Background: an optimization exercise with open tools, aiming at small area. Do not read the settings as production practice. Function was checked by simulation only, so behaviour that the tests miss may differ from the original. Power and IR drop assume default switching activity.

## run A
## dp_dtm
module dp_dtm
(
    input   logic   [0  : 0]    tdi,
    input   logic   [0  : 0]    tms,
    input   logic   [0  : 0]    tck,
    input   logic   [0  : 0]    trst,
    output  logic   [0  : 0]    tdo,
    output  logic   [6  : 0]    dmi_address,
    output  logic   [31 : 0]    dmi_wdata,
    input   logic   [31 : 0]    dmi_rdata,
    output  logic   [1  : 0]    dmi_op
);
Size in the first run: ~94 flip-flops, about 78 I/O pins, about 3800 sq um of cells after synthesis.
Settings: LEC_CHECK=0, CAP_MARGIN=0, CORE_MARGIN=2, CORE_UTILIZATION=40, PLACE_DENSITY=0.75, SLEW_MARGIN=0, SYNTH_HIERARCHICAL=1, SYNTH_MINIMUM_KEEP_SIZE=0; clock period 10.0 ns.
run.sh (not shown) runs the stock make flow with config.mk's settings and CLKGATE_MAP_FILE= SYNTH_SCRIPT=/design/flow/synth_recipe.tcl, a recipe that flattens the netlist after the stock synthesis.
Having completed the whole flow, run A delivered a layout that passed the timing, design-rule and antenna checks.
The inputs of run B differ from those of run A as listed below.
- CORE_UTILIZATION changed from 40 to 55
- PLACE_DENSITY removed (was 0.75)
==> summary.txt <==
Taking run A as the reference, in run B placed instance count went down by 49, setup slack fell by 0.026 ns, combinational power did not really move, fraction of layout cells with a size suffix above 1 barely changed, design area saw little to no change. Run A and run B ended up with nearly the same sequential share of layout area.

* * *

dp_dtm, a different RTL version from the one above (not shown whole).
For scale: ~250 cells after synthesis, roughly 94 flip-flops, roughly 78 I/O pins, ~3800 um2 of cells after synthesis.
make LEC_CHECK=0 CAP_MARGIN=0 CORE_MARGIN=2 CORE_UTILIZATION=40 PLACE_DENSITY=0.5 SLEW_MARGIN=0 SYNTH_HIERARCHICAL=1 SYNTH_MINIMUM_KEEP_SIZE=0 finish   # period 10.0 ns
==> next run, changes <==
PLACE_DENSITY = 0.75   (was 0.5)
Effect: The changed run produced a clean layout; wire length decreases by 3.2%; setup slack is better by 0.061 ns; final cell count hardly moves; core utilization increases by 0.61 points; non-clock buffer count falls by 1.
==> next run, changes <==
PLACE_DENSITY = 0.6   (was 0.75)
The changed run finished clean.
Maximum frequency barely changes.
Cell count is unchanged.
Non-clock buffer count does not change.
==> next run, changes <==
PLACE_DENSITY = 0.55   (was 0.6)
Outcome:
- The new run went through all stages and came out clean
- critical path depth stays the same
- sequential power stays flat
- setup slack improved by 0.016 ns
- design area hardly moves
- clock-buffer cell count stays the same
- worst hold slack degrades by 0.0031 ns
- combinational power went up by about 1%
- first-iteration DRC count goes up by 14%
- global-route usage climbs by 0.55 points
- total power goes down by 1.0%
- area after synthesis is unchanged

* * *

== violet ==
dp_dtm, a different RTL version from the one above (not shown whole).
Size: ~250 cells after synthesis, ~94 flip-flops, ~78 I/O pins, about 3900 um2 of cells after synthesis.
## dp_dtm
module dp_dtm
(
    input   logic   [0  : 0]    tdi,
    input   logic   [0  : 0]    tms,
    input   logic   [0  : 0]    tck,
    input   logic   [0  : 0]    trst,
    output  logic   [0  : 0]    tdo,
    output  logic   [6  : 0]    dmi_address,
    output  logic   [31 : 0]    dmi_wdata,
    input   logic   [31 : 0]    dmi_rdata,
    output  logic   [1  : 0]    dmi_op
);
make LEC_CHECK=0 CAP_MARGIN=0 CORE_MARGIN=2 CORE_UTILIZATION=40 SLEW_MARGIN=0 SYNTH_HIERARCHICAL=1 SYNTH_MINIMUM_KEEP_SIZE=0 finish   # period 10.0 ns
violet went all the way through the flow, and no timing, DRC or antenna check failed.
[inputs] zinc vs violet
-- flow/config.mk --
<<< violet, line 8
export CAP_MARGIN = 0
>>> zinc, line 8
export CAP_MARGIN = 20
<<< violet, line 11
export SLEW_MARGIN = 0
>>> zinc, line 11
export CTS_BUF_LIST = sky130_fd_sc_hd__clkbuf_4 sky130_fd_sc_hd__clkbuf_8
export SLEW_MARGIN = 20
==> summary.txt <==
Reported for zinc and violet, met1 track utilization from global routing turned out identical to the last digit.
Compared with violet, zinc improves setup slack.
There was hardly any difference in proportion of cell area occupied by multi-input gates between violet and zinc.
zinc | stages: all done | timing, DRC, antenna: all pass
violet: no failed stages, no open violations at the end
Relative to violet, zinc degrades total power.
Going from violet to zinc, the sequential fraction of total cell area was found to have gone down by 0.27 points.
zinc vs violet: final routed wire length divided by cell count down
From violet to zinc the numbers moved as follows: setup slack of the most critical reg-to-reg path saw an increase, final cell count saw little to no change, buffer share of cell area saw an increase.
Modified inputs, harbor compared to zinc
-- flow/config.mk --
<<< zinc, line 11
export CTS_BUF_LIST = sky130_fd_sc_hd__clkbuf_4 sky130_fd_sc_hd__clkbuf_8
>>> harbor, line 11
==> comparison <==
Comparing harbor against zinc, there is no change at all in maximum operating frequency. Compared with zinc, in harbor wire length comparable, area of the multi-input gates comparable. Re sequential cell area: no difference whatsoever between zinc and harbor. Worst setup slack before clock tree synthesis came out exactly the same in zinc and harbor. Re number of buffers between clock root and the deepest sink: no difference whatsoever between harbor and zinc. Reported for zinc and harbor, critical path depth turned out identical to the last digit. As far as detailed-routed wire length on met2 goes, zinc and harbor are indistinguishable; the numbers are identical.

* * *

RTL: one of the versions met above, not the one the previous note started from.
Size in the first run: ~250 cells after synthesis, roughly 78 I/O pins, roughly 3800 um^2 of cells after synthesis.
clock: 10.0 ns
lec_check: 0
cap_margin: 0
core_margin: 2
core_utilization: 40
gpl_timing_driven: 0
place_density: 0.5
slew_margin: 0
synth_hierarchical: 1
synth_minimum_keep_size: 0
The starting point passed the timing, design-rule and antenna checks.
Change:
GPL_TIMING_DRIVEN = not set   (was 0)
PLACE_DENSITY = 0.4   (was 0.5)
Effect: Sequential power hardly moves. Wire length went down by 3.9%. Clock-buffer cell count does not change. Die area is unchanged. Design area hardly moves. Utilization hardly moves. Worst hold slack gets better by 0.0088 ns. Synthesized cell count does not change. Combinational power went down by about 3%. Area after synthesis is unchanged. Clock skew went up by 0.0039 ns.
Change:
CORE_UTILIZATION = 35   (was 40)
PLACE_DENSITY = 0.5   (was 0.4)
After rerunning:
- The changed run finished clean
- fmax stays flat
- total power fell by 2.4%
- first-iteration DRC count fell by 11%
- die area rose by 14%
- global-route usage fell by 0.86 points
- clock skew is about the same
- worst setup slack gets better by 0.0069 ns
- sequential cell count stays the same
- count of clock-buffer cells in the layout is unchanged
Change:
CORE_UTILIZATION = 40   (was 35)
PLACE_DENSITY = 0.45   (was 0.5)
The changed run produced a clean layout. Core utilization climbs by 6.1 points. Via count is about the same. Power goes up by 0.74%. Cell area is about the same. Fmax shrinks by 0.53%. Sequential share of layout area went up by 0.16 points. Routed wire length goes down by 1.3%.
